Background: an optimization exercise with open tools, aiming at small area, a short achievable clock period and few clock cycles per item. Do not read the settings as production practice.
Function not checked in this run: the RTL went through the layout flow alone.
Power figures rest on the tool's default switching activity, not on a simulated workload.

### design/flow/config.mk
export PLATFORM = sky130hd
export DESIGN_NAME = booth_multiplier
export DESIGN_NICKNAME = booth_multiplier
export VERILOG_FILES = /design/flow/design.v
export SDC_FILE = /design/flow/constraint.sdc
export NUM_CORES = 4
export LEC_CHECK = 0
export ABC_CLOCK_PERIOD_IN_PS = 2700
export CAP_MARGIN = 20
export CORE_MARGIN = 2
export CORE_UTILIZATION = 40
export SETUP_SLACK_MARGIN = 3.3
export SLEW_MARGIN = 20
### design/flow/constraint.sdc
create_clock -name core_clock -period 6.0 [get_ports {clk}]
set_input_delay 1.2000 -clock core_clock [delete_from_list [all_inputs] [get_ports {clk}]]
set_output_delay 1.2000 -clock core_clock [all_outputs]
set_load 0.01 [all_outputs]
### design/flow/design.v
module booth_multiplier(clk, reset_n, multiplier, multiplicand, op_start, op_clear, result, op_done);
	input clk, reset_n, op_start, op_clear;
	input [63:0] multiplier, multiplicand;
	output op_done;
	output [127:0] result;
	reg busy, fin, done;
	reg [2:0] cnt;
	wire idle = ~(busy | fin | done);
	wire last = (cnt == 3'd7);
	always @(posedge clk or negedge reset_n)
		if (!reset_n) begin
			busy <= 1'b0; fin <= 1'b0; done <= 1'b0;
		end else if (op_clear) begin
			busy <= 1'b0; fin <= 1'b0; done <= 1'b0;
		end else begin
			busy <= idle ? op_start : (busy & ~last);
			fin <= busy & last;
			done <= fin | done;
		end
	always @(posedge clk)
		cnt <= busy ? cnt + 1'b1 : 3'd0;
	reg [63:0] B;       
	reg [63:0] lo;      
	reg [63:0] S;       
	reg [62:0] C;       
	reg [7:0] DS, DC;  
	reg cf;             
	reg [3:0] e_one, e_two, e_neg;  
	wire [8:0] eb = idle ? {multiplier[7:0], 1'b0} : lo[15:7];
	wire [3:0] n_one, n_two, n_neg;
	genvar g;
	generate for (g = 0; g < 4; g = g + 1) begin : enc
		assign n_one[g] = eb[2*g+1] ^ eb[2*g];
		assign n_two[g] = (eb[2*g+2] & ~eb[2*g+1] & ~eb[2*g]) | (~eb[2*g+2] & eb[2*g+1] & eb[2*g]);
		assign n_neg[g] = eb[2*g+2];
	end endgenerate
	always @(posedge clk) begin
		e_one <= n_one; e_two <= n_two; e_neg <= n_neg;
	end
	wire [64:0] bx = {B[63], B};
	wire [65:0] bx2 = {B[63], B, 1'b0};
	wire [64:0] pp0 = {1'b1, 64'b0} ^ ({65{e_neg[0]}} ^ (({65{e_one[0]}} & bx) | ({65{e_two[0]}} & bx2[64:0])));
	wire [64:0] pp1 = {1'b1, 64'b0} ^ ({65{e_neg[1]}} ^ (({65{e_one[1]}} & bx) | ({65{e_two[1]}} & bx2[64:0])));
	wire [64:0] pp2 = {1'b1, 64'b0} ^ ({65{e_neg[2]}} ^ (({65{e_one[2]}} & bx) | ({65{e_two[2]}} & bx2[64:0])));
	wire [64:0] pp3 = {1'b1, 64'b0} ^ ({65{e_neg[3]}} ^ (({65{e_one[3]}} & bx) | ({65{e_two[3]}} & bx2[64:0])));
	wire s1;
	wire k2;
	wire s3;
	wire k4;
	wire s5;
	wire k6;
	wire s7;
	wire k8;
	wire s9;
	wire k10;
	wire s11;
	wire k12;
	wire s13;
	wire k14;
	wire s15;
	wire k16;
	wire s17;
	wire k18;
	wire s19;
	wire k20;
	wire s21;
	wire k22;
	wire s23;
	wire k24;
	wire s25;
	wire k26;
	wire s27;
	wire k28;
	wire s29;
	wire k30;
	wire s31;
	wire k32;
	wire s33;
	wire k34;
	wire s35;
	wire k36;
	wire s37;
	wire k38;
	wire s39;
	wire k40;
	wire s41;
	wire k42;
	wire s43;
	wire k44;
	wire s45;
	wire k46;
	wire s47;
	wire k48;
	wire s49;
	wire k50;
	wire s51;
	wire k52;
	wire s53;
	wire k54;
	wire s55;
	wire k56;
	wire s57;
	wire k58;
	wire s59;
	wire k60;
	wire s61;
	wire k62;
	wire s63;
	wire k64;
	wire s65;
	wire k66;
	wire s67;
	wire k68;
	wire s69;
	wire k70;
	wire s71;
	wire k72;
	wire s73;
	wire k74;
	wire s75;
	wire k76;
	wire s77;
	wire k78;
	wire s79;
	wire k80;
	wire s81;
	wire k82;
	wire s83;
	wire k84;
	wire s85;
	wire k86;
	wire s87;
	wire k88;
	wire s89;
	wire k90;
	wire s91;
	wire k92;
	wire s93;
	wire k94;
	wire s95;
	wire k96;
	wire s97;
	wire k98;
	wire s99;
	wire k100;
	wire s101;
	wire k102;
	wire s103;
	wire k104;
	wire s105;
	wire k106;
	wire s107;
	wire k108;
	wire s109;
	wire k110;
	wire s111;
	wire k112;
	wire s113;
	wire k114;
	wire s115;
	wire k116;
	wire s117;
	wire k118;
	wire s119;
	wire k120;
	wire s121;
	wire k122;
	wire s123;
	wire k124;
	wire s125;
	wire k126;
	wire s127;
	wire k128;
	wire s129;
	wire k130;
	wire s131;
	wire k132;
	wire s133;
	wire k134;
	wire s135;
	wire k136;
	wire s137;
	wire k138;
	wire s139;
	wire k140;
	wire s141;
	wire k142;
	wire s143;
	wire k144;
	wire s145;
	wire k146;
	wire s147;
	wire k148;
	wire s149;
	wire k150;
	wire s151;
	wire k152;
	wire s153;
	wire k154;
	wire s155;
	wire k156;
	wire s157;
	wire k158;
	wire s159;
	wire k160;
	wire s161;
	wire k162;
	wire s163;
	wire k164;
	wire s165;
	wire k166;
	wire s167;
	wire k168;
	wire s169;
	wire k170;
	wire s171;
	wire k172;
	wire s173;
	wire k174;
	wire s175;
	wire k176;
	wire s177;
	wire k178;
	wire s179;
	wire k180;
	wire s181;
	wire k182;
	wire s183;
	wire k184;
	wire s185;
	wire k186;
	wire s187;
	wire k188;
	wire s189;
	wire k190;
	wire s191;
	wire k192;
	wire s193;
	wire k194;
	wire s195;
	wire k196;
	wire s197;
	wire k198;
	wire s199;
	wire k200;
	wire s201;
	wire k202;
	wire s203;
	wire k204;
	wire s205;
	wire k206;
	wire s207;
	wire k208;
	wire s209;
	wire k210;
	wire s211;
	wire k212;
	wire s213;
	wire k214;
	wire s215;
	wire k216;
	wire s217;
	wire k218;
	wire s219;
	wire k220;
	wire s221;
	wire k222;
	wire s223;
	wire k224;
	wire s225;
	wire k226;
	wire s227;
	wire k228;
	wire s229;
	wire k230;
	wire s231;
	wire k232;
	wire s233;
	wire k234;
	wire s235;
	wire k236;
	wire s237;
	wire k238;
	wire s239;
	wire k240;
	wire s241;
	wire k242;
	wire s243;
	wire k244;
	wire s245;
	wire k246;
	wire s247;
	wire k248;
	wire s249;
	wire k250;
	wire s251;
	wire k252;
	wire s253;
	wire k254;
	wire s255;
	wire k256;
	wire s257;
	wire k258;
	wire s259;
	wire k260;
	wire s261;
	wire k262;
	wire s263;
	wire k264;
	wire s265;
	wire k266;
	wire s267;
	wire k268;
	wire s269;
	wire k270;
	wire s271;
	wire k272;
	wire s273;
	wire k274;
	wire s275;
	wire k276;
	wire s277;
	wire k278;
	wire s279;
	wire k280;
	wire s281;
	wire k282;
	wire s283;
	wire k284;
	wire s285;
	wire k286;
	wire s287;
	wire k288;
	wire s289;
	wire k290;
	wire s291;
	wire k292;
	wire s293;
	wire k294;
	wire s295;
	wire k296;
	wire s297;
	wire k298;
	wire s299;
	wire k300;
	wire s301;
	wire k302;
	wire s303;
	wire k304;
	wire s305;
	wire k306;
	wire s307;
	wire k308;
	wire s309;
	wire k310;
	wire s311;
	wire k312;
	wire s313;
	wire k314;
	wire s315;
	wire k316;
	wire s317;
	wire k318;
	wire s319;
	wire k320;
	wire s321;
	wire k322;
	wire s323;
	wire k324;
	wire s325;
	wire k326;
	wire s327;
	wire k328;
	wire s329;
	wire k330;
	wire s331;
	wire k332;
	wire s333;
	wire k334;
	wire s335;
	wire k336;
	wire s337;
	wire k338;
	wire s339;
	wire k340;
	wire s341;
	wire k342;
	wire s343;
	wire k344;
	wire s345;
	wire k346;
	wire s347;
	wire k348;
	wire s349;
	wire k350;
	wire s351;
	wire k352;
	wire s353;
	wire k354;
	wire s355;
	wire k356;
	wire s357;
	wire k358;
	wire s359;
	wire k360;
	wire s361;
	wire k362;
	wire s363;
	wire k364;
	wire s365;
	wire k366;
	wire s367;
	wire k368;
	wire s369;
	wire k370;
	wire s371;
	wire k372;
	wire s373;
	wire k374;
	wire s375;
	wire k376;
	wire s377;
	wire k378;
	wire s379;
	wire k380;
	wire s381;
	wire k382;
	wire s383;
	wire k384;
	wire s385;
	wire k386;
	wire s387;
	wire k388;
	wire s389;
	wire k390;
	wire s391;
	wire k392;
	wire s393;
	wire k394;
	wire s395;
	wire k396;
	wire s397;
	wire k398;
	wire s399;
	wire k400;
	wire s401;
	wire k402;
	wire s403;
	wire k404;
	wire s405;
	wire k406;
	wire s407;
	wire k408;
	wire s409;
	wire k410;
	wire s411;
	wire k412;
	wire s413;
	wire k414;
	wire s415;
	wire k416;
	wire s417;
	wire k418;
	wire s419;
	wire k420;
	wire s421;
	wire k422;
	wire s423;
	wire k424;
	wire s425;
	wire k426;
	wire s427;
	wire k428;
	wire s429;
	wire k430;
	wire s431;
	wire k432;
	wire s433;
	wire k434;
	wire s435;
	wire k436;
	wire s437;
	wire k438;
	wire s439;
	wire k440;
	wire s441;
	wire k442;
	wire s443;
	wire k444;
	wire s445;
	wire k446;
	wire s447;
	wire k448;
	wire s449;
	wire k450;
	wire s451;
	wire k452;
	wire s453;
	wire k454;
	wire s455;
	wire k456;
	wire s457;
	wire k458;
	wire s459;
	wire k460;
	wire s461;
	wire k462;
	wire s463;
	wire k464;
	wire s465;
	wire k466;
	wire s467;
	wire k468;
	wire s469;
	wire k470;
	wire s471;
	wire k472;
	wire s473;
	wire k474;
	wire s475;
	wire k476;
	wire s477;
	wire k478;
	wire s479;
	wire k480;
	wire s481;
	wire k482;
	wire s483;
	wire k484;
	wire s485;
	wire k486;
	wire s487;
	wire k488;
	wire s489;
	wire k490;
	wire s491;
	wire k492;
	wire s493;
	wire k494;
	wire s495;
	wire k496;
	wire s497;
	wire k498;
	wire s499;
	wire k500;
	wire s501;
	wire k502;
	wire s503;
	wire k504;
	wire s505;
	wire k506;
	wire s507;
	wire k508;
	wire s509;
	wire k510;
	wire s511;
	wire k512;
	assign s1 = S[0] ^ C[0] ^ e_neg[0];
	assign k2 = (S[0] & C[0]) | (S[0] & e_neg[0]) | (C[0] & e_neg[0]);
	assign s3 = S[1] ^ C[1] ^ k2;
	assign k4 = (S[1] & C[1]) | (S[1] & k2) | (C[1] & k2);
	assign s5 = S[2] ^ C[2] ^ e_neg[1];
	assign k6 = (S[2] & C[2]) | (S[2] & e_neg[1]) | (C[2] & e_neg[1]);
	assign s7 = s5 ^ pp0[2] ^ pp1[0];
	assign k8 = (s5 & pp0[2]) | (s5 & pp1[0]) | (pp0[2] & pp1[0]);
	assign s9 = S[3] ^ C[3] ^ k6;
	assign k10 = (S[3] & C[3]) | (S[3] & k6) | (C[3] & k6);
	assign s11 = pp0[3] ^ pp1[1] ^ s9;
	assign k12 = (pp0[3] & pp1[1]) | (pp0[3] & s9) | (pp1[1] & s9);
	assign s13 = S[4] ^ C[4] ^ e_neg[2];
	assign k14 = (S[4] & C[4]) | (S[4] & e_neg[2]) | (C[4] & e_neg[2]);
	assign s15 = s13 ^ pp0[4] ^ pp1[2];
	assign k16 = (s13 & pp0[4]) | (s13 & pp1[2]) | (pp0[4] & pp1[2]);
	assign s17 = pp2[0] ^ k10 ^ s15;
	assign k18 = (pp2[0] & k10) | (pp2[0] & s15) | (k10 & s15);
	assign s19 = S[5] ^ C[5] ^ k14;
	assign k20 = (S[5] & C[5]) | (S[5] & k14) | (C[5] & k14);
	assign s21 = pp0[5] ^ pp1[3] ^ pp2[1];
	assign k22 = (pp0[5] & pp1[3]) | (pp0[5] & pp2[1]) | (pp1[3] & pp2[1]);
	assign s23 = s19 ^ k16 ^ s21;
	assign k24 = (s19 & k16) | (s19 & s21) | (k16 & s21);
	assign s25 = S[6] ^ C[6] ^ e_neg[3];
	assign k26 = (S[6] & C[6]) | (S[6] & e_neg[3]) | (C[6] & e_neg[3]);
	assign s27 = s25 ^ pp0[6] ^ pp1[4];
	assign k28 = (s25 & pp0[6]) | (s25 & pp1[4]) | (pp0[6] & pp1[4]);
	assign s29 = pp2[2] ^ pp3[0] ^ k20;
	assign k30 = (pp2[2] & pp3[0]) | (pp2[2] & k20) | (pp3[0] & k20);
	assign s31 = k22 ^ s27 ^ s29;
	assign k32 = (k22 & s27) | (k22 & s29) | (s27 & s29);
	assign s33 = S[7] ^ C[7] ^ k26;
	assign k34 = (S[7] & C[7]) | (S[7] & k26) | (C[7] & k26);
	assign s35 = pp0[7] ^ pp1[5] ^ pp2[3];
	assign k36 = (pp0[7] & pp1[5]) | (pp0[7] & pp2[3]) | (pp1[5] & pp2[3]);
	assign s37 = pp3[1] ^ s33 ^ k28;
	assign k38 = (pp3[1] & s33) | (pp3[1] & k28) | (s33 & k28);
	assign s39 = s35 ^ k30 ^ s37;
	assign k40 = (s35 & k30) | (s35 & s37) | (k30 & s37);
	assign s41 = S[8] ^ C[8] ^ pp0[8];
	assign k42 = (S[8] & C[8]) | (S[8] & pp0[8]) | (C[8] & pp0[8]);
	assign s43 = pp1[6] ^ pp2[4] ^ pp3[2];
	assign k44 = (pp1[6] & pp2[4]) | (pp1[6] & pp3[2]) | (pp2[4] & pp3[2]);
	assign s45 = k34 ^ k36 ^ s41;
	assign k46 = (k34 & k36) | (k34 & s41) | (k36 & s41);
	assign s47 = s43 ^ k38 ^ s45;
	assign k48 = (s43 & k38) | (s43 & s45) | (k38 & s45);
	assign s49 = S[9] ^ C[9] ^ pp0[9];
	assign k50 = (S[9] & C[9]) | (S[9] & pp0[9]) | (C[9] & pp0[9]);
	assign s51 = pp1[7] ^ pp2[5] ^ pp3[3];
	assign k52 = (pp1[7] & pp2[5]) | (pp1[7] & pp3[3]) | (pp2[5] & pp3[3]);
	assign s53 = k42 ^ k44 ^ s49;
	assign k54 = (k42 & k44) | (k42 & s49) | (k44 & s49);
	assign s55 = s51 ^ k46 ^ s53;
	assign k56 = (s51 & k46) | (s51 & s53) | (k46 & s53);
	assign s57 = S[10] ^ C[10] ^ pp0[10];
	assign k58 = (S[10] & C[10]) | (S[10] & pp0[10]) | (C[10] & pp0[10]);
	assign s59 = pp1[8] ^ pp2[6] ^ pp3[4];
	assign k60 = (pp1[8] & pp2[6]) | (pp1[8] & pp3[4]) | (pp2[6] & pp3[4]);
	assign s61 = k50 ^ k52 ^ s57;
	assign k62 = (k50 & k52) | (k50 & s57) | (k52 & s57);
	assign s63 = s59 ^ k54 ^ s61;
	assign k64 = (s59 & k54) | (s59 & s61) | (k54 & s61);
	assign s65 = S[11] ^ C[11] ^ pp0[11];
	assign k66 = (S[11] & C[11]) | (S[11] & pp0[11]) | (C[11] & pp0[11]);
	assign s67 = pp1[9] ^ pp2[7] ^ pp3[5];
	assign k68 = (pp1[9] & pp2[7]) | (pp1[9] & pp3[5]) | (pp2[7] & pp3[5]);
	assign s69 = k58 ^ k60 ^ s65;
	assign k70 = (k58 & k60) | (k58 & s65) | (k60 & s65);
	assign s71 = s67 ^ k62 ^ s69;
	assign k72 = (s67 & k62) | (s67 & s69) | (k62 & s69);
	assign s73 = S[12] ^ C[12] ^ pp0[12];
	assign k74 = (S[12] & C[12]) | (S[12] & pp0[12]) | (C[12] & pp0[12]);
	assign s75 = pp1[10] ^ pp2[8] ^ pp3[6];
	assign k76 = (pp1[10] & pp2[8]) | (pp1[10] & pp3[6]) | (pp2[8] & pp3[6]);
	assign s77 = k66 ^ k68 ^ s73;
	assign k78 = (k66 & k68) | (k66 & s73) | (k68 & s73);
	assign s79 = s75 ^ k70 ^ s77;
	assign k80 = (s75 & k70) | (s75 & s77) | (k70 & s77);
	assign s81 = S[13] ^ C[13] ^ pp0[13];
	assign k82 = (S[13] & C[13]) | (S[13] & pp0[13]) | (C[13] & pp0[13]);
	assign s83 = pp1[11] ^ pp2[9] ^ pp3[7];
	assign k84 = (pp1[11] & pp2[9]) | (pp1[11] & pp3[7]) | (pp2[9] & pp3[7]);
	assign s85 = k74 ^ k76 ^ s81;
	assign k86 = (k74 & k76) | (k74 & s81) | (k76 & s81);
	assign s87 = s83 ^ k78 ^ s85;
	assign k88 = (s83 & k78) | (s83 & s85) | (k78 & s85);
	assign s89 = S[14] ^ C[14] ^ pp0[14];
	assign k90 = (S[14] & C[14]) | (S[14] & pp0[14]) | (C[14] & pp0[14]);
	assign s91 = pp1[12] ^ pp2[10] ^ pp3[8];
	assign k92 = (pp1[12] & pp2[10]) | (pp1[12] & pp3[8]) | (pp2[10] & pp3[8]);
	assign s93 = k82 ^ k84 ^ s89;
	assign k94 = (k82 & k84) | (k82 & s89) | (k84 & s89);
	assign s95 = s91 ^ k86 ^ s93;
	assign k96 = (s91 & k86) | (s91 & s93) | (k86 & s93);
	assign s97 = S[15] ^ C[15] ^ pp0[15];
	assign k98 = (S[15] & C[15]) | (S[15] & pp0[15]) | (C[15] & pp0[15]);
	assign s99 = pp1[13] ^ pp2[11] ^ pp3[9];
	assign k100 = (pp1[13] & pp2[11]) | (pp1[13] & pp3[9]) | (pp2[11] & pp3[9]);
	assign s101 = k90 ^ k92 ^ s97;
	assign k102 = (k90 & k92) | (k90 & s97) | (k92 & s97);
	assign s103 = s99 ^ k94 ^ s101;
	assign k104 = (s99 & k94) | (s99 & s101) | (k94 & s101);
	assign s105 = S[16] ^ C[16] ^ pp0[16];
	assign k106 = (S[16] & C[16]) | (S[16] & pp0[16]) | (C[16] & pp0[16]);
	assign s107 = pp1[14] ^ pp2[12] ^ pp3[10];
	assign k108 = (pp1[14] & pp2[12]) | (pp1[14] & pp3[10]) | (pp2[12] & pp3[10]);
	assign s109 = k98 ^ k100 ^ s105;
	assign k110 = (k98 & k100) | (k98 & s105) | (k100 & s105);
	assign s111 = s107 ^ k102 ^ s109;
	assign k112 = (s107 & k102) | (s107 & s109) | (k102 & s109);
	assign s113 = S[17] ^ C[17] ^ pp0[17];
	assign k114 = (S[17] & C[17]) | (S[17] & pp0[17]) | (C[17] & pp0[17]);
	assign s115 = pp1[15] ^ pp2[13] ^ pp3[11];
	assign k116 = (pp1[15] & pp2[13]) | (pp1[15] & pp3[11]) | (pp2[13] & pp3[11]);
	assign s117 = k106 ^ k108 ^ s113;
	assign k118 = (k106 & k108) | (k106 & s113) | (k108 & s113);
	assign s119 = s115 ^ k110 ^ s117;
	assign k120 = (s115 & k110) | (s115 & s117) | (k110 & s117);
	assign s121 = S[18] ^ C[18] ^ pp0[18];
	assign k122 = (S[18] & C[18]) | (S[18] & pp0[18]) | (C[18] & pp0[18]);
	assign s123 = pp1[16] ^ pp2[14] ^ pp3[12];
	assign k124 = (pp1[16] & pp2[14]) | (pp1[16] & pp3[12]) | (pp2[14] & pp3[12]);
	assign s125 = k114 ^ k116 ^ s121;
	assign k126 = (k114 & k116) | (k114 & s121) | (k116 & s121);
	assign s127 = s123 ^ k118 ^ s125;
	assign k128 = (s123 & k118) | (s123 & s125) | (k118 & s125);
	assign s129 = S[19] ^ C[19] ^ pp0[19];
	assign k130 = (S[19] & C[19]) | (S[19] & pp0[19]) | (C[19] & pp0[19]);
	assign s131 = pp1[17] ^ pp2[15] ^ pp3[13];
	assign k132 = (pp1[17] & pp2[15]) | (pp1[17] & pp3[13]) | (pp2[15] & pp3[13]);
	assign s133 = k122 ^ k124 ^ s129;
	assign k134 = (k122 & k124) | (k122 & s129) | (k124 & s129);
	assign s135 = s131 ^ k126 ^ s133;
	assign k136 = (s131 & k126) | (s131 & s133) | (k126 & s133);
	assign s137 = S[20] ^ C[20] ^ pp0[20];
	assign k138 = (S[20] & C[20]) | (S[20] & pp0[20]) | (C[20] & pp0[20]);
	assign s139 = pp1[18] ^ pp2[16] ^ pp3[14];
	assign k140 = (pp1[18] & pp2[16]) | (pp1[18] & pp3[14]) | (pp2[16] & pp3[14]);
	assign s141 = k130 ^ k132 ^ s137;
	assign k142 = (k130 & k132) | (k130 & s137) | (k132 & s137);
	assign s143 = s139 ^ k134 ^ s141;
	assign k144 = (s139 & k134) | (s139 & s141) | (k134 & s141);
	assign s145 = S[21] ^ C[21] ^ pp0[21];
	assign k146 = (S[21] & C[21]) | (S[21] & pp0[21]) | (C[21] & pp0[21]);
	assign s147 = pp1[19] ^ pp2[17] ^ pp3[15];
	assign k148 = (pp1[19] & pp2[17]) | (pp1[19] & pp3[15]) | (pp2[17] & pp3[15]);
	assign s149 = k138 ^ k140 ^ s145;
	assign k150 = (k138 & k140) | (k138 & s145) | (k140 & s145);
	assign s151 = s147 ^ k142 ^ s149;
	assign k152 = (s147 & k142) | (s147 & s149) | (k142 & s149);
	assign s153 = S[22] ^ C[22] ^ pp0[22];
	assign k154 = (S[22] & C[22]) | (S[22] & pp0[22]) | (C[22] & pp0[22]);
	assign s155 = pp1[20] ^ pp2[18] ^ pp3[16];
	assign k156 = (pp1[20] & pp2[18]) | (pp1[20] & pp3[16]) | (pp2[18] & pp3[16]);
	assign s157 = k146 ^ k148 ^ s153;
	assign k158 = (k146 & k148) | (k146 & s153) | (k148 & s153);
	assign s159 = s155 ^ k150 ^ s157;
	assign k160 = (s155 & k150) | (s155 & s157) | (k150 & s157);
	assign s161 = S[23] ^ C[23] ^ pp0[23];
	assign k162 = (S[23] & C[23]) | (S[23] & pp0[23]) | (C[23] & pp0[23]);
	assign s163 = pp1[21] ^ pp2[19] ^ pp3[17];
	assign k164 = (pp1[21] & pp2[19]) | (pp1[21] & pp3[17]) | (pp2[19] & pp3[17]);
	assign s165 = k154 ^ k156 ^ s161;
	assign k166 = (k154 & k156) | (k154 & s161) | (k156 & s161);
	assign s167 = s163 ^ k158 ^ s165;
	assign k168 = (s163 & k158) | (s163 & s165) | (k158 & s165);
	assign s169 = S[24] ^ C[24] ^ pp0[24];
	assign k170 = (S[24] & C[24]) | (S[24] & pp0[24]) | (C[24] & pp0[24]);
	assign s171 = pp1[22] ^ pp2[20] ^ pp3[18];
	assign k172 = (pp1[22] & pp2[20]) | (pp1[22] & pp3[18]) | (pp2[20] & pp3[18]);
	assign s173 = k162 ^ k164 ^ s169;
	assign k174 = (k162 & k164) | (k162 & s169) | (k164 & s169);
	assign s175 = s171 ^ k166 ^ s173;
	assign k176 = (s171 & k166) | (s171 & s173) | (k166 & s173);
	assign s177 = S[25] ^ C[25] ^ pp0[25];
	assign k178 = (S[25] & C[25]) | (S[25] & pp0[25]) | (C[25] & pp0[25]);
	assign s179 = pp1[23] ^ pp2[21] ^ pp3[19];
	assign k180 = (pp1[23] & pp2[21]) | (pp1[23] & pp3[19]) | (pp2[21] & pp3[19]);
	assign s181 = k170 ^ k172 ^ s177;
	assign k182 = (k170 & k172) | (k170 & s177) | (k172 & s177);
	assign s183 = s179 ^ k174 ^ s181;
	assign k184 = (s179 & k174) | (s179 & s181) | (k174 & s181);
	assign s185 = S[26] ^ C[26] ^ pp0[26];
	assign k186 = (S[26] & C[26]) | (S[26] & pp0[26]) | (C[26] & pp0[26]);
	assign s187 = pp1[24] ^ pp2[22] ^ pp3[20];
	assign k188 = (pp1[24] & pp2[22]) | (pp1[24] & pp3[20]) | (pp2[22] & pp3[20]);
	assign s189 = k178 ^ k180 ^ s185;
	assign k190 = (k178 & k180) | (k178 & s185) | (k180 & s185);
	assign s191 = s187 ^ k182 ^ s189;
	assign k192 = (s187 & k182) | (s187 & s189) | (k182 & s189);
	assign s193 = S[27] ^ C[27] ^ pp0[27];
	assign k194 = (S[27] & C[27]) | (S[27] & pp0[27]) | (C[27] & pp0[27]);
	assign s195 = pp1[25] ^ pp2[23] ^ pp3[21];
	assign k196 = (pp1[25] & pp2[23]) | (pp1[25] & pp3[21]) | (pp2[23] & pp3[21]);
	assign s197 = k186 ^ k188 ^ s193;
	assign k198 = (k186 & k188) | (k186 & s193) | (k188 & s193);
	assign s199 = s195 ^ k190 ^ s197;
	assign k200 = (s195 & k190) | (s195 & s197) | (k190 & s197);
	assign s201 = S[28] ^ C[28] ^ pp0[28];
	assign k202 = (S[28] & C[28]) | (S[28] & pp0[28]) | (C[28] & pp0[28]);
	assign s203 = pp1[26] ^ pp2[24] ^ pp3[22];
	assign k204 = (pp1[26] & pp2[24]) | (pp1[26] & pp3[22]) | (pp2[24] & pp3[22]);
	assign s205 = k194 ^ k196 ^ s201;
	assign k206 = (k194 & k196) | (k194 & s201) | (k196 & s201);
	assign s207 = s203 ^ k198 ^ s205;
	assign k208 = (s203 & k198) | (s203 & s205) | (k198 & s205);
	assign s209 = S[29] ^ C[29] ^ pp0[29];
	assign k210 = (S[29] & C[29]) | (S[29] & pp0[29]) | (C[29] & pp0[29]);
	assign s211 = pp1[27] ^ pp2[25] ^ pp3[23];
	assign k212 = (pp1[27] & pp2[25]) | (pp1[27] & pp3[23]) | (pp2[25] & pp3[23]);
	assign s213 = k202 ^ k204 ^ s209;
	assign k214 = (k202 & k204) | (k202 & s209) | (k204 & s209);
	assign s215 = s211 ^ k206 ^ s213;
	assign k216 = (s211 & k206) | (s211 & s213) | (k206 & s213);
	assign s217 = S[30] ^ C[30] ^ pp0[30];
	assign k218 = (S[30] & C[30]) | (S[30] & pp0[30]) | (C[30] & pp0[30]);
	assign s219 = pp1[28] ^ pp2[26] ^ pp3[24];
	assign k220 = (pp1[28] & pp2[26]) | (pp1[28] & pp3[24]) | (pp2[26] & pp3[24]);
	assign s221 = k210 ^ k212 ^ s217;
	assign k222 = (k210 & k212) | (k210 & s217) | (k212 & s217);
	assign s223 = s219 ^ k214 ^ s221;
	assign k224 = (s219 & k214) | (s219 & s221) | (k214 & s221);
	assign s225 = S[31] ^ C[31] ^ pp0[31];
	assign k226 = (S[31] & C[31]) | (S[31] & pp0[31]) | (C[31] & pp0[31]);
	assign s227 = pp1[29] ^ pp2[27] ^ pp3[25];
	assign k228 = (pp1[29] & pp2[27]) | (pp1[29] & pp3[25]) | (pp2[27] & pp3[25]);
	assign s229 = k218 ^ k220 ^ s225;
	assign k230 = (k218 & k220) | (k218 & s225) | (k220 & s225);
	assign s231 = s227 ^ k222 ^ s229;
	assign k232 = (s227 & k222) | (s227 & s229) | (k222 & s229);
	assign s233 = S[32] ^ C[32] ^ pp0[32];
	assign k234 = (S[32] & C[32]) | (S[32] & pp0[32]) | (C[32] & pp0[32]);
	assign s235 = pp1[30] ^ pp2[28] ^ pp3[26];
	assign k236 = (pp1[30] & pp2[28]) | (pp1[30] & pp3[26]) | (pp2[28] & pp3[26]);
	assign s237 = k226 ^ k228 ^ s233;
	assign k238 = (k226 & k228) | (k226 & s233) | (k228 & s233);
	assign s239 = s235 ^ k230 ^ s237;
	assign k240 = (s235 & k230) | (s235 & s237) | (k230 & s237);
	assign s241 = S[33] ^ C[33] ^ pp0[33];
	assign k242 = (S[33] & C[33]) | (S[33] & pp0[33]) | (C[33] & pp0[33]);
	assign s243 = pp1[31] ^ pp2[29] ^ pp3[27];
	assign k244 = (pp1[31] & pp2[29]) | (pp1[31] & pp3[27]) | (pp2[29] & pp3[27]);
	assign s245 = k234 ^ k236 ^ s241;
	assign k246 = (k234 & k236) | (k234 & s241) | (k236 & s241);
	assign s247 = s243 ^ k238 ^ s245;
	assign k248 = (s243 & k238) | (s243 & s245) | (k238 & s245);
	assign s249 = S[34] ^ C[34] ^ pp0[34];
	assign k250 = (S[34] & C[34]) | (S[34] & pp0[34]) | (C[34] & pp0[34]);
	assign s251 = pp1[32] ^ pp2[30] ^ pp3[28];
	assign k252 = (pp1[32] & pp2[30]) | (pp1[32] & pp3[28]) | (pp2[30] & pp3[28]);
	assign s253 = k242 ^ k244 ^ s249;
	assign k254 = (k242 & k244) | (k242 & s249) | (k244 & s249);
	assign s255 = s251 ^ k246 ^ s253;
	assign k256 = (s251 & k246) | (s251 & s253) | (k246 & s253);
	assign s257 = S[35] ^ C[35] ^ pp0[35];
	assign k258 = (S[35] & C[35]) | (S[35] & pp0[35]) | (C[35] & pp0[35]);
	assign s259 = pp1[33] ^ pp2[31] ^ pp3[29];
	assign k260 = (pp1[33] & pp2[31]) | (pp1[33] & pp3[29]) | (pp2[31] & pp3[29]);
	assign s261 = k250 ^ k252 ^ s257;
	assign k262 = (k250 & k252) | (k250 & s257) | (k252 & s257);
	assign s263 = s259 ^ k254 ^ s261;
	assign k264 = (s259 & k254) | (s259 & s261) | (k254 & s261);
	assign s265 = S[36] ^ C[36] ^ pp0[36];
	assign k266 = (S[36] & C[36]) | (S[36] & pp0[36]) | (C[36] & pp0[36]);
	assign s267 = pp1[34] ^ pp2[32] ^ pp3[30];
	assign k268 = (pp1[34] & pp2[32]) | (pp1[34] & pp3[30]) | (pp2[32] & pp3[30]);
	assign s269 = k258 ^ k260 ^ s265;
	assign k270 = (k258 & k260) | (k258 & s265) | (k260 & s265);
	assign s271 = s267 ^ k262 ^ s269;
	assign k272 = (s267 & k262) | (s267 & s269) | (k262 & s269);
	assign s273 = S[37] ^ C[37] ^ pp0[37];
	assign k274 = (S[37] & C[37]) | (S[37] & pp0[37]) | (C[37] & pp0[37]);
	assign s275 = pp1[35] ^ pp2[33] ^ pp3[31];
	assign k276 = (pp1[35] & pp2[33]) | (pp1[35] & pp3[31]) | (pp2[33] & pp3[31]);
	assign s277 = k266 ^ k268 ^ s273;
	assign k278 = (k266 & k268) | (k266 & s273) | (k268 & s273);
	assign s279 = s275 ^ k270 ^ s277;
	assign k280 = (s275 & k270) | (s275 & s277) | (k270 & s277);
	assign s281 = S[38] ^ C[38] ^ pp0[38];
	assign k282 = (S[38] & C[38]) | (S[38] & pp0[38]) | (C[38] & pp0[38]);
	assign s283 = pp1[36] ^ pp2[34] ^ pp3[32];
	assign k284 = (pp1[36] & pp2[34]) | (pp1[36] & pp3[32]) | (pp2[34] & pp3[32]);
	assign s285 = k274 ^ k276 ^ s281;
	assign k286 = (k274 & k276) | (k274 & s281) | (k276 & s281);
	assign s287 = s283 ^ k278 ^ s285;
	assign k288 = (s283 & k278) | (s283 & s285) | (k278 & s285);
	assign s289 = S[39] ^ C[39] ^ pp0[39];
	assign k290 = (S[39] & C[39]) | (S[39] & pp0[39]) | (C[39] & pp0[39]);
	assign s291 = pp1[37] ^ pp2[35] ^ pp3[33];
	assign k292 = (pp1[37] & pp2[35]) | (pp1[37] & pp3[33]) | (pp2[35] & pp3[33]);
	assign s293 = k282 ^ k284 ^ s289;
	assign k294 = (k282 & k284) | (k282 & s289) | (k284 & s289);
	assign s295 = s291 ^ k286 ^ s293;
	assign k296 = (s291 & k286) | (s291 & s293) | (k286 & s293);
	assign s297 = S[40] ^ C[40] ^ pp0[40];
	assign k298 = (S[40] & C[40]) | (S[40] & pp0[40]) | (C[40] & pp0[40]);
	assign s299 = pp1[38] ^ pp2[36] ^ pp3[34];
	assign k300 = (pp1[38] & pp2[36]) | (pp1[38] & pp3[34]) | (pp2[36] & pp3[34]);
	assign s301 = k290 ^ k292 ^ s297;
	assign k302 = (k290 & k292) | (k290 & s297) | (k292 & s297);
	assign s303 = s299 ^ k294 ^ s301;
	assign k304 = (s299 & k294) | (s299 & s301) | (k294 & s301);
	assign s305 = S[41] ^ C[41] ^ pp0[41];
	assign k306 = (S[41] & C[41]) | (S[41] & pp0[41]) | (C[41] & pp0[41]);
	assign s307 = pp1[39] ^ pp2[37] ^ pp3[35];
	assign k308 = (pp1[39] & pp2[37]) | (pp1[39] & pp3[35]) | (pp2[37] & pp3[35]);
	assign s309 = k298 ^ k300 ^ s305;
	assign k310 = (k298 & k300) | (k298 & s305) | (k300 & s305);
	assign s311 = s307 ^ k302 ^ s309;
	assign k312 = (s307 & k302) | (s307 & s309) | (k302 & s309);
	assign s313 = S[42] ^ C[42] ^ pp0[42];
	assign k314 = (S[42] & C[42]) | (S[42] & pp0[42]) | (C[42] & pp0[42]);
	assign s315 = pp1[40] ^ pp2[38] ^ pp3[36];
	assign k316 = (pp1[40] & pp2[38]) | (pp1[40] & pp3[36]) | (pp2[38] & pp3[36]);
	assign s317 = k306 ^ k308 ^ s313;
	assign k318 = (k306 & k308) | (k306 & s313) | (k308 & s313);
	assign s319 = s315 ^ k310 ^ s317;
	assign k320 = (s315 & k310) | (s315 & s317) | (k310 & s317);
	assign s321 = S[43] ^ C[43] ^ pp0[43];
	assign k322 = (S[43] & C[43]) | (S[43] & pp0[43]) | (C[43] & pp0[43]);
	assign s323 = pp1[41] ^ pp2[39] ^ pp3[37];
	assign k324 = (pp1[41] & pp2[39]) | (pp1[41] & pp3[37]) | (pp2[39] & pp3[37]);
	assign s325 = k314 ^ k316 ^ s321;
	assign k326 = (k314 & k316) | (k314 & s321) | (k316 & s321);
	assign s327 = s323 ^ k318 ^ s325;
	assign k328 = (s323 & k318) | (s323 & s325) | (k318 & s325);
	assign s329 = S[44] ^ C[44] ^ pp0[44];
	assign k330 = (S[44] & C[44]) | (S[44] & pp0[44]) | (C[44] & pp0[44]);
	assign s331 = pp1[42] ^ pp2[40] ^ pp3[38];
	assign k332 = (pp1[42] & pp2[40]) | (pp1[42] & pp3[38]) | (pp2[40] & pp3[38]);
	assign s333 = k322 ^ k324 ^ s329;
	assign k334 = (k322 & k324) | (k322 & s329) | (k324 & s329);
	assign s335 = s331 ^ k326 ^ s333;
	assign k336 = (s331 & k326) | (s331 & s333) | (k326 & s333);
	assign s337 = S[45] ^ C[45] ^ pp0[45];
	assign k338 = (S[45] & C[45]) | (S[45] & pp0[45]) | (C[45] & pp0[45]);
	assign s339 = pp1[43] ^ pp2[41] ^ pp3[39];
	assign k340 = (pp1[43] & pp2[41]) | (pp1[43] & pp3[39]) | (pp2[41] & pp3[39]);
	assign s341 = k330 ^ k332 ^ s337;
	assign k342 = (k330 & k332) | (k330 & s337) | (k332 & s337);
	assign s343 = s339 ^ k334 ^ s341;
	assign k344 = (s339 & k334) | (s339 & s341) | (k334 & s341);
	assign s345 = S[46] ^ C[46] ^ pp0[46];
	assign k346 = (S[46] & C[46]) | (S[46] & pp0[46]) | (C[46] & pp0[46]);
	assign s347 = pp1[44] ^ pp2[42] ^ pp3[40];
	assign k348 = (pp1[44] & pp2[42]) | (pp1[44] & pp3[40]) | (pp2[42] & pp3[40]);
	assign s349 = k338 ^ k340 ^ s345;
	assign k350 = (k338 & k340) | (k338 & s345) | (k340 & s345);
	assign s351 = s347 ^ k342 ^ s349;
	assign k352 = (s347 & k342) | (s347 & s349) | (k342 & s349);
	assign s353 = S[47] ^ C[47] ^ pp0[47];
	assign k354 = (S[47] & C[47]) | (S[47] & pp0[47]) | (C[47] & pp0[47]);
	assign s355 = pp1[45] ^ pp2[43] ^ pp3[41];
	assign k356 = (pp1[45] & pp2[43]) | (pp1[45] & pp3[41]) | (pp2[43] & pp3[41]);
	assign s357 = k346 ^ k348 ^ s353;
	assign k358 = (k346 & k348) | (k346 & s353) | (k348 & s353);
	assign s359 = s355 ^ k350 ^ s357;
	assign k360 = (s355 & k350) | (s355 & s357) | (k350 & s357);
	assign s361 = S[48] ^ C[48] ^ pp0[48];
	assign k362 = (S[48] & C[48]) | (S[48] & pp0[48]) | (C[48] & pp0[48]);
	assign s363 = pp1[46] ^ pp2[44] ^ pp3[42];
	assign k364 = (pp1[46] & pp2[44]) | (pp1[46] & pp3[42]) | (pp2[44] & pp3[42]);
	assign s365 = k354 ^ k356 ^ s361;
	assign k366 = (k354 & k356) | (k354 & s361) | (k356 & s361);
	assign s367 = s363 ^ k358 ^ s365;
	assign k368 = (s363 & k358) | (s363 & s365) | (k358 & s365);
	assign s369 = S[49] ^ C[49] ^ pp0[49];
	assign k370 = (S[49] & C[49]) | (S[49] & pp0[49]) | (C[49] & pp0[49]);
	assign s371 = pp1[47] ^ pp2[45] ^ pp3[43];
	assign k372 = (pp1[47] & pp2[45]) | (pp1[47] & pp3[43]) | (pp2[45] & pp3[43]);
	assign s373 = k362 ^ k364 ^ s369;
	assign k374 = (k362 & k364) | (k362 & s369) | (k364 & s369);
	assign s375 = s371 ^ k366 ^ s373;
	assign k376 = (s371 & k366) | (s371 & s373) | (k366 & s373);
	assign s377 = S[50] ^ C[50] ^ pp0[50];
	assign k378 = (S[50] & C[50]) | (S[50] & pp0[50]) | (C[50] & pp0[50]);
	assign s379 = pp1[48] ^ pp2[46] ^ pp3[44];
	assign k380 = (pp1[48] & pp2[46]) | (pp1[48] & pp3[44]) | (pp2[46] & pp3[44]);
	assign s381 = k370 ^ k372 ^ s377;
	assign k382 = (k370 & k372) | (k370 & s377) | (k372 & s377);
	assign s383 = s379 ^ k374 ^ s381;
	assign k384 = (s379 & k374) | (s379 & s381) | (k374 & s381);
	assign s385 = S[51] ^ C[51] ^ pp0[51];
	assign k386 = (S[51] & C[51]) | (S[51] & pp0[51]) | (C[51] & pp0[51]);
	assign s387 = pp1[49] ^ pp2[47] ^ pp3[45];
	assign k388 = (pp1[49] & pp2[47]) | (pp1[49] & pp3[45]) | (pp2[47] & pp3[45]);
	assign s389 = k378 ^ k380 ^ s385;
	assign k390 = (k378 & k380) | (k378 & s385) | (k380 & s385);
	assign s391 = s387 ^ k382 ^ s389;
	assign k392 = (s387 & k382) | (s387 & s389) | (k382 & s389);
	assign s393 = S[52] ^ C[52] ^ pp0[52];
	assign k394 = (S[52] & C[52]) | (S[52] & pp0[52]) | (C[52] & pp0[52]);
	assign s395 = pp1[50] ^ pp2[48] ^ pp3[46];
	assign k396 = (pp1[50] & pp2[48]) | (pp1[50] & pp3[46]) | (pp2[48] & pp3[46]);
	assign s397 = k386 ^ k388 ^ s393;
	assign k398 = (k386 & k388) | (k386 & s393) | (k388 & s393);
	assign s399 = s395 ^ k390 ^ s397;
	assign k400 = (s395 & k390) | (s395 & s397) | (k390 & s397);
	assign s401 = S[53] ^ C[53] ^ pp0[53];
	assign k402 = (S[53] & C[53]) | (S[53] & pp0[53]) | (C[53] & pp0[53]);
	assign s403 = pp1[51] ^ pp2[49] ^ pp3[47];
	assign k404 = (pp1[51] & pp2[49]) | (pp1[51] & pp3[47]) | (pp2[49] & pp3[47]);
	assign s405 = k394 ^ k396 ^ s401;
	assign k406 = (k394 & k396) | (k394 & s401) | (k396 & s401);
	assign s407 = s403 ^ k398 ^ s405;
	assign k408 = (s403 & k398) | (s403 & s405) | (k398 & s405);
	assign s409 = S[54] ^ C[54] ^ pp0[54];
	assign k410 = (S[54] & C[54]) | (S[54] & pp0[54]) | (C[54] & pp0[54]);
	assign s411 = pp1[52] ^ pp2[50] ^ pp3[48];
	assign k412 = (pp1[52] & pp2[50]) | (pp1[52] & pp3[48]) | (pp2[50] & pp3[48]);
	assign s413 = k402 ^ k404 ^ s409;
	assign k414 = (k402 & k404) | (k402 & s409) | (k404 & s409);
	assign s415 = s411 ^ k406 ^ s413;
	assign k416 = (s411 & k406) | (s411 & s413) | (k406 & s413);
	assign s417 = S[55] ^ C[55] ^ pp0[55];
	assign k418 = (S[55] & C[55]) | (S[55] & pp0[55]) | (C[55] & pp0[55]);
	assign s419 = pp1[53] ^ pp2[51] ^ pp3[49];
	assign k420 = (pp1[53] & pp2[51]) | (pp1[53] & pp3[49]) | (pp2[51] & pp3[49]);
	assign s421 = k410 ^ k412 ^ s417;
	assign k422 = (k410 & k412) | (k410 & s417) | (k412 & s417);
	assign s423 = s419 ^ k414 ^ s421;
	assign k424 = (s419 & k414) | (s419 & s421) | (k414 & s421);
	assign s425 = S[56] ^ C[56] ^ pp0[56];
	assign k426 = (S[56] & C[56]) | (S[56] & pp0[56]) | (C[56] & pp0[56]);
	assign s427 = pp1[54] ^ pp2[52] ^ pp3[50];
	assign k428 = (pp1[54] & pp2[52]) | (pp1[54] & pp3[50]) | (pp2[52] & pp3[50]);
	assign s429 = k418 ^ k420 ^ s425;
	assign k430 = (k418 & k420) | (k418 & s425) | (k420 & s425);
	assign s431 = s427 ^ k422 ^ s429;
	assign k432 = (s427 & k422) | (s427 & s429) | (k422 & s429);
	assign s433 = S[57] ^ C[57] ^ pp0[57];
	assign k434 = (S[57] & C[57]) | (S[57] & pp0[57]) | (C[57] & pp0[57]);
	assign s435 = pp1[55] ^ pp2[53] ^ pp3[51];
	assign k436 = (pp1[55] & pp2[53]) | (pp1[55] & pp3[51]) | (pp2[53] & pp3[51]);
	assign s437 = k426 ^ k428 ^ s433;
	assign k438 = (k426 & k428) | (k426 & s433) | (k428 & s433);
	assign s439 = s435 ^ k430 ^ s437;
	assign k440 = (s435 & k430) | (s435 & s437) | (k430 & s437);
	assign s441 = S[58] ^ C[58] ^ pp0[58];
	assign k442 = (S[58] & C[58]) | (S[58] & pp0[58]) | (C[58] & pp0[58]);
	assign s443 = pp1[56] ^ pp2[54] ^ pp3[52];
	assign k444 = (pp1[56] & pp2[54]) | (pp1[56] & pp3[52]) | (pp2[54] & pp3[52]);
	assign s445 = k434 ^ k436 ^ s441;
	assign k446 = (k434 & k436) | (k434 & s441) | (k436 & s441);
	assign s447 = s443 ^ k438 ^ s445;
	assign k448 = (s443 & k438) | (s443 & s445) | (k438 & s445);
	assign s449 = S[59] ^ C[59] ^ pp0[59];
	assign k450 = (S[59] & C[59]) | (S[59] & pp0[59]) | (C[59] & pp0[59]);
	assign s451 = pp1[57] ^ pp2[55] ^ pp3[53];
	assign k452 = (pp1[57] & pp2[55]) | (pp1[57] & pp3[53]) | (pp2[55] & pp3[53]);
	assign s453 = k442 ^ k444 ^ s449;
	assign k454 = (k442 & k444) | (k442 & s449) | (k444 & s449);
	assign s455 = s451 ^ k446 ^ s453;
	assign k456 = (s451 & k446) | (s451 & s453) | (k446 & s453);
	assign s457 = S[60] ^ C[60] ^ pp0[60];
	assign k458 = (S[60] & C[60]) | (S[60] & pp0[60]) | (C[60] & pp0[60]);
	assign s459 = pp1[58] ^ pp2[56] ^ pp3[54];
	assign k460 = (pp1[58] & pp2[56]) | (pp1[58] & pp3[54]) | (pp2[56] & pp3[54]);
	assign s461 = k450 ^ k452 ^ s457;
	assign k462 = (k450 & k452) | (k450 & s457) | (k452 & s457);
	assign s463 = s459 ^ k454 ^ s461;
	assign k464 = (s459 & k454) | (s459 & s461) | (k454 & s461);
	assign s465 = S[61] ^ C[61] ^ pp0[61];
	assign k466 = (S[61] & C[61]) | (S[61] & pp0[61]) | (C[61] & pp0[61]);
	assign s467 = pp1[59] ^ pp2[57] ^ pp3[55];
	assign k468 = (pp1[59] & pp2[57]) | (pp1[59] & pp3[55]) | (pp2[57] & pp3[55]);
	assign s469 = k458 ^ k460 ^ s465;
	assign k470 = (k458 & k460) | (k458 & s465) | (k460 & s465);
	assign s471 = s467 ^ k462 ^ s469;
	assign k472 = (s467 & k462) | (s467 & s469) | (k462 & s469);
	assign s473 = S[62] ^ C[62] ^ pp0[62];
	assign k474 = (S[62] & C[62]) | (S[62] & pp0[62]) | (C[62] & pp0[62]);
	assign s475 = pp1[60] ^ pp2[58] ^ pp3[56];
	assign k476 = (pp1[60] & pp2[58]) | (pp1[60] & pp3[56]) | (pp2[58] & pp3[56]);
	assign s477 = k466 ^ k468 ^ s473;
	assign k478 = (k466 & k468) | (k466 & s473) | (k468 & s473);
	assign s479 = s475 ^ k470 ^ s477;
	assign k480 = (s475 & k470) | (s475 & s477) | (k470 & s477);
	assign s481 = ~(S[63] ^ pp0[63]);
	assign k482 = S[63] | pp0[63];
	assign s483 = pp1[61] ^ pp2[59] ^ pp3[57];
	assign k484 = (pp1[61] & pp2[59]) | (pp1[61] & pp3[57]) | (pp2[59] & pp3[57]);
	assign s485 = k474 ^ k476 ^ s481;
	assign k486 = (k474 & k476) | (k474 & s481) | (k476 & s481);
	assign s487 = s483 ^ k478 ^ s485;
	assign k488 = (s483 & k478) | (s483 & s485) | (k478 & s485);
	assign s489 = pp0[64] ^ pp1[62] ^ pp2[60];
	assign k490 = (pp0[64] & pp1[62]) | (pp0[64] & pp2[60]) | (pp1[62] & pp2[60]);
	assign s491 = pp3[58] ^ k482 ^ k484;
	assign k492 = (pp3[58] & k482) | (pp3[58] & k484) | (k482 & k484);
	assign s493 = s489 ^ k486 ^ s491;
	assign k494 = (s489 & k486) | (s489 & s491) | (k486 & s491);
	assign s495 = ~(pp1[63] ^ pp2[61]);
	assign k496 = pp1[63] | pp2[61];
	assign s497 = pp3[59] ^ k490 ^ s495;
	assign k498 = (pp3[59] & k490) | (pp3[59] & s495) | (k490 & s495);
	assign s499 = k492 ^ s497 ^ k494;
	assign k500 = (k492 & s497) | (k492 & k494) | (s497 & k494);
	assign s501 = pp1[64] ^ pp2[62] ^ pp3[60];
	assign k502 = (pp1[64] & pp2[62]) | (pp1[64] & pp3[60]) | (pp2[62] & pp3[60]);
	assign s503 = k496 ^ s501 ^ k498;
	assign k504 = (k496 & s501) | (k496 & k498) | (s501 & k498);
	assign s505 = ~(pp2[63] ^ pp3[61]);
	assign k506 = pp2[63] | pp3[61];
	assign s507 = k502 ^ s505 ^ k504;
	assign k508 = (k502 & s505) | (k502 & k504) | (s505 & k504);
	assign s509 = pp2[64] ^ pp3[62] ^ k506;
	assign k510 = (pp2[64] & pp3[62]) | (pp2[64] & k506) | (pp3[62] & k506);
	assign s511 = ~(pp3[63] ^ k510);
	assign k512 = pp3[63] | k510;
	wire [71:0] sp = {1'b0, pp3[64], s511, s509, s507, s503, s499, k488, k480, k472, k464, k456, k448, k440, k432, k424, k416, k408, k400, k392, k384, k376, k368, k360, k352, k344, k336, k328, k320, k312, k304, k296, k288, k280, k272, k264, k256, k248, k240, k232, k224, k216, k208, k200, k192, k184, k176, k168, k160, k152, k144, k136, k128, k120, k112, k104, k96, k88, k80, k72, k64, k56, k48, k40, k32, k24, k18, k12, k8, k4, pp0[1], s1};
	wire [71:0] cp = {1'b0, k512, 1'b0, k508, 1'b0, k500, 1'b0, s493, s487, s479, s471, s463, s455, s447, s439, s431, s423, s415, s407, s399, s391, s383, s375, s367, s359, s351, s343, s335, s327, s319, s311, s303, s295, s287, s279, s271, s263, s255, s247, s239, s231, s223, s215, s207, s199, s191, s183, s175, s167, s159, s151, s143, s135, s127, s119, s111, s103, s95, s87, s79, s71, s63, s55, s47, s39, s31, s23, s17, s11, s7, s3, pp0[0]};
	wire [63:0] s_next = {sp[71] | cp[71], sp[70:8]};
	wire [62:0] c_next = cp[70:8];
	wire [9:0] low0 = {1'b0, DS, cf} + {1'b0, DC, cf};
	wire [8:0] low = low0[9:1];
	wire [72:0] sum = {S, DS, cf} + {1'b0, C, DC, cf};
	wire [63:0] hi = sum[72:9];
	wire first = busy & (cnt == 3'd0);
	always @(posedge clk) begin
		DS <= sp[7:0];
		DC <= cp[7:0];
		cf <= low[8] & ~first;
		B <= idle ? multiplicand : B;
		lo <= (busy | fin) ? {low[7:0], lo[63:8]} : (done ? lo : multiplier);
		S <= busy ? s_next : (fin ? {~hi[63], hi[62:0]} : (done ? S : {1'b1, 63'b0}));
		C <= busy ? c_next : 63'b0;
	end
	assign result = {S, lo};
	assign op_done = done;
endmodule
### design/flow/run.sh
#!/bin/bash
# synth_recipe.tcl (not shown) runs the flow's synth.tcl, then flattens the netlist and writes it again
# the make line also repeats each setting of config.mk as NAME=value (left out here)
make -C /OpenROAD-flow-scripts/flow DESIGN_CONFIG=/design/flow/config.mk WORK_HOME=/design/flow/orfs CLKGATE_MAP_FILE= SYNTH_SCRIPT=/design/flow/synth_recipe.tcl finish
==> summary.txt <==
[placed cells by master, fill, tap and decap left out, types with 51 or more instances in the layout]
cell type	count
edfxtp_1	191
fa_2	110
inv_1	162
a21oi_1	61
buf_6	53
clkdlybuf4s50_1	143
nor2_1	51
buf_4	155
a22oi_1	171
dlygate4sd2_1	105
a22oi_2	81
mux2_2	58
xnor2_2	53
dfxtp_1	76
xor2_1	145
xnor2_1	124
nand2_1	125
fa_1	140
[metrics by stage]
step | setup slack, ns | area, um^2
floorplan | 3.06 | 25200
global placement | 1.90 | 27800
detailed placement | 1.82 | 27800
CTS | 2.80 | 33200
global route | 2.63 | 34000
finish | 2.64 | 34000
[final timing paths]
kind                            depth (start not counted)  slack, ns         startpoint           endpoint
worst max-delay path                                   11       2.64     S[1]$_DFFE_PP_    S[49]$_DFFE_PP_
worst min-delay path                                    1       0.44  cnt[0]$_SDFF_PN0_  cnt[0]$_SDFF_PN0_
max in group asynchronous                               1       5.02            reset_n     busy$_DFF_PN0_
worst max register to register                         11       2.64     S[1]$_DFFE_PP_    S[49]$_DFFE_PP_
min in group asynchronous                               1       0.81            reset_n     busy$_DFF_PN0_
worst min register to register                          1       0.44  cnt[0]$_SDFF_PN0_  cnt[0]$_SDFF_PN0_
[power by group]
| group | total [mW] | internal (mW) | switching [mW] |
|---|---|---|---|
| registers | 3.25 | 2.68 | 0.571 |
| logic | 10.2 | 4.86 | 5.35 |
| clock network | 2.39 | 1.42 | 0.972 |
| total | 15.9 | 8.96 | 6.89 |
[flip-flops by register name, indices dropped and copies added (netlist names)]
register,flops
busy,1
cf,1
B,64
done,1
cnt,3
e_one,4
fin,1
lo,64
DS,8
e_two,4
C,60
e_neg,4
S,64
DC,8
[cells by family after synthesis]
family          count (synthesis)  synth area share (%)
simple gates                  380                  7.58
fa+ha+maj                     328                  24.3
flops                         287                  31.2
buf+inv                       379                  6.15
compound gates                581                  16.1
xor+xnor                      330                  11.8
mux                            64                  2.90
[final cells by class]
class / count / share of cell area, %
well taps: 782 / 2.88
multi-input cells: 1684 / 52.4
inverters: 173 / 1.95
flip-flops and latches: 287 / 22.7
clock buffers: 54 / 3.34
clock inverters: 16 / 0.486
repair inverters: 1 / 0.0478
repair buffers: 528 / 16.2
[worst reg2reg max path: stages, from the launching register on]
cell	delay, ns
edfxtp_1	0.44
ha_4	0.33
o21ai_0	0.10
o211ai_1	0.38
nand2_1	0.14
a211o_1	0.38
and2_4	0.19
o31a_1	0.36
o41ai_4	0.30
a211oi_2	0.18
a31oi_1	0.21
o21ai_1	0.09
[per-layer routing]
metal,up-vias,routed length (um),GRT usage [%]
met5,-,11,0
met4,2,3980,11.0
met3,236,7030,4.67
met2,1061,43400,46.4
met1,10400,36200,36.7
li1,8896,-,-
[timing repair]
| item | CTS | global route |
|---|---|---|
| setup endpoints to repair | 376 | 196 |
| gates cloned | 13 | 1 |
| resized for setup | 607 | 152 |
| hold buffers | 0 | 0 |
| pin swaps | 253 | 182 |
| buffers inserted | 206 | 33 |
==> out/qor.csv <==
metric,value,unit
outcome,timing/DRC/antenna clean,
number of filler cells placed in the layout,5042,
Yosys reg bits,287,
RSZ-0062 raised after global routing,true,
fin. max-slew vios,0,
"Data required, critical path",6.31,ns
DP Cell Count,3202,
WL final,90600,um
Initial DRC Count,2096,
CTS H-tree depth,2,
Die ar.,0.0634,mm^2
Avg Vias per Cell,5.85,
gpl congestion,1.01,
Leak,13.7,nW
initial antenna violation count,5,
VDD IR max,248,uV
Layout area overhead,38.3,%
CTS tree,built,
total of max-cap violations,0,
# IOs,261,
ranking of synthesized cells by area,"edfxtp_1 (23%), fa_1 (20%), a22oi_1 (7.7%)",
vias in the first global route,21600,
Finished Layout Cells,3525,
worst clock skew,0.0162,ns
final core occ,56.1,%
Min-Delay Path Class,reg2reg,
CP Class,reg2reg,
worst hold slack,0.436,ns
final worst path period share,56.0,%
most frequent cells after synthesis,"a22oi_1 (252), fa_1 (250), edfxtp_1 (191)",
vias,20600,
top_reg_cell synth,edfxtp_1,
largest net degree at the start of global routing,81,
worst path buffer plus inverter count,0,
"CP delay by family, top",compound AO/OA/AOI/OAI gates,
nets,3173,
Critical Path End Type,flop,
"Hold Vio Cnt, Final",0,
Core Box Area,0.0606,mm^2
total CTS buffers,38,
Worst setup SP type,flop,
setup TNS,0,ns
Avg WL per Cell,25.7,um
f_max,298,MHz
# diodes,0,
count of cell types in the netlist,77,
dpl hpwl,57100,um
Synth area leader,edfxtp_1,
clock-pin slew on the worst setup and hold paths,0.07,ns
CTS sink cnt,287,
I/O Buffers,260,
first-pass GRT wire length,135000,um
Critical Path Slowest Stage Cell,edfxtp_1,
Final setup viols,0,
clock root buffer,clkbuf_16,
num rows,90,
drt first pass iters,6,
syn nets,2809,
CTS Buffer Depth,3,
pwr/cell area,466,mW/mm^2
Slew headroom,39.3,%
Post-Syn Area,0.0246,mm^2
Tmin final,3.36,ns
gr ovfl total,0,
Worst path max stage delay,0.44,ns
die height,252,um
starting density of the core,40.6,%
CP cell instances,ha_4 > o21ai_0 > o211ai_1 > nand2_1 > a211o_1 > and2_4 > o31a_1 > o41ai_4 > a211oi_2 > a31oi_1 > o21ai_1,
clock latency (worst-skew pair),0.57,ns
post-synthesis cell count,2349,
FF/Latch Area,0.00773,mm^2
"Seq/Total Area, Yosys",31.2,%
asr flop ratio synth,1.05,%
multi-input logic area,0.0178,mm^2
Die W,252,um
Post-synth EDFFs,191,
crit-path max FO,4,
most frequent cell after synthesis,a22oi_1,
Avg Inst Size Synth,10.5,um^2
layout cells sized above 1,32.0,%
post-route ant nets,0,
Yosys warning count,1,
GRT Total Usage,28.0,%
share of the synthesized area in the top cell type,23.3,%
overall power,15.9,mW
CP arrival,3.67,ns
DRC Markers,0,
slew at the pin with the worst max-slew slack,0.904,ns

[what the ideal ports hide]
No port has a modelled driver above. Below, the same layout with a new extraction and two added sets of constraints.
Step 1 (the two cells are an assumption about what drives the block):
set clk [get_ports {clk}]
set_driving_cell -lib_cell sky130_fd_sc_hd__clkbuf_16 $clk
set_driving_cell -lib_cell sky130_fd_sc_hd__buf_2 [delete_from_list [all_inputs] $clk]
Step 2 also shifts input and output timing later by t, the mid clock arrival at the registers, as if the neighbouring blocks saw the same clock.
a / b / c = ideal ports / drivers / drivers and shift; a / b = the first two.
t (ns): 0.622
setup slack, ns: 2.639 / 2.639 / 2.639
latest minus earliest clock arrival (ns): 0.016 / 0.016
After both steps setup and hold are still met in this run. The setup slack of this run moves by 0.000 ns with the drivers and by 0.000 ns with both steps.
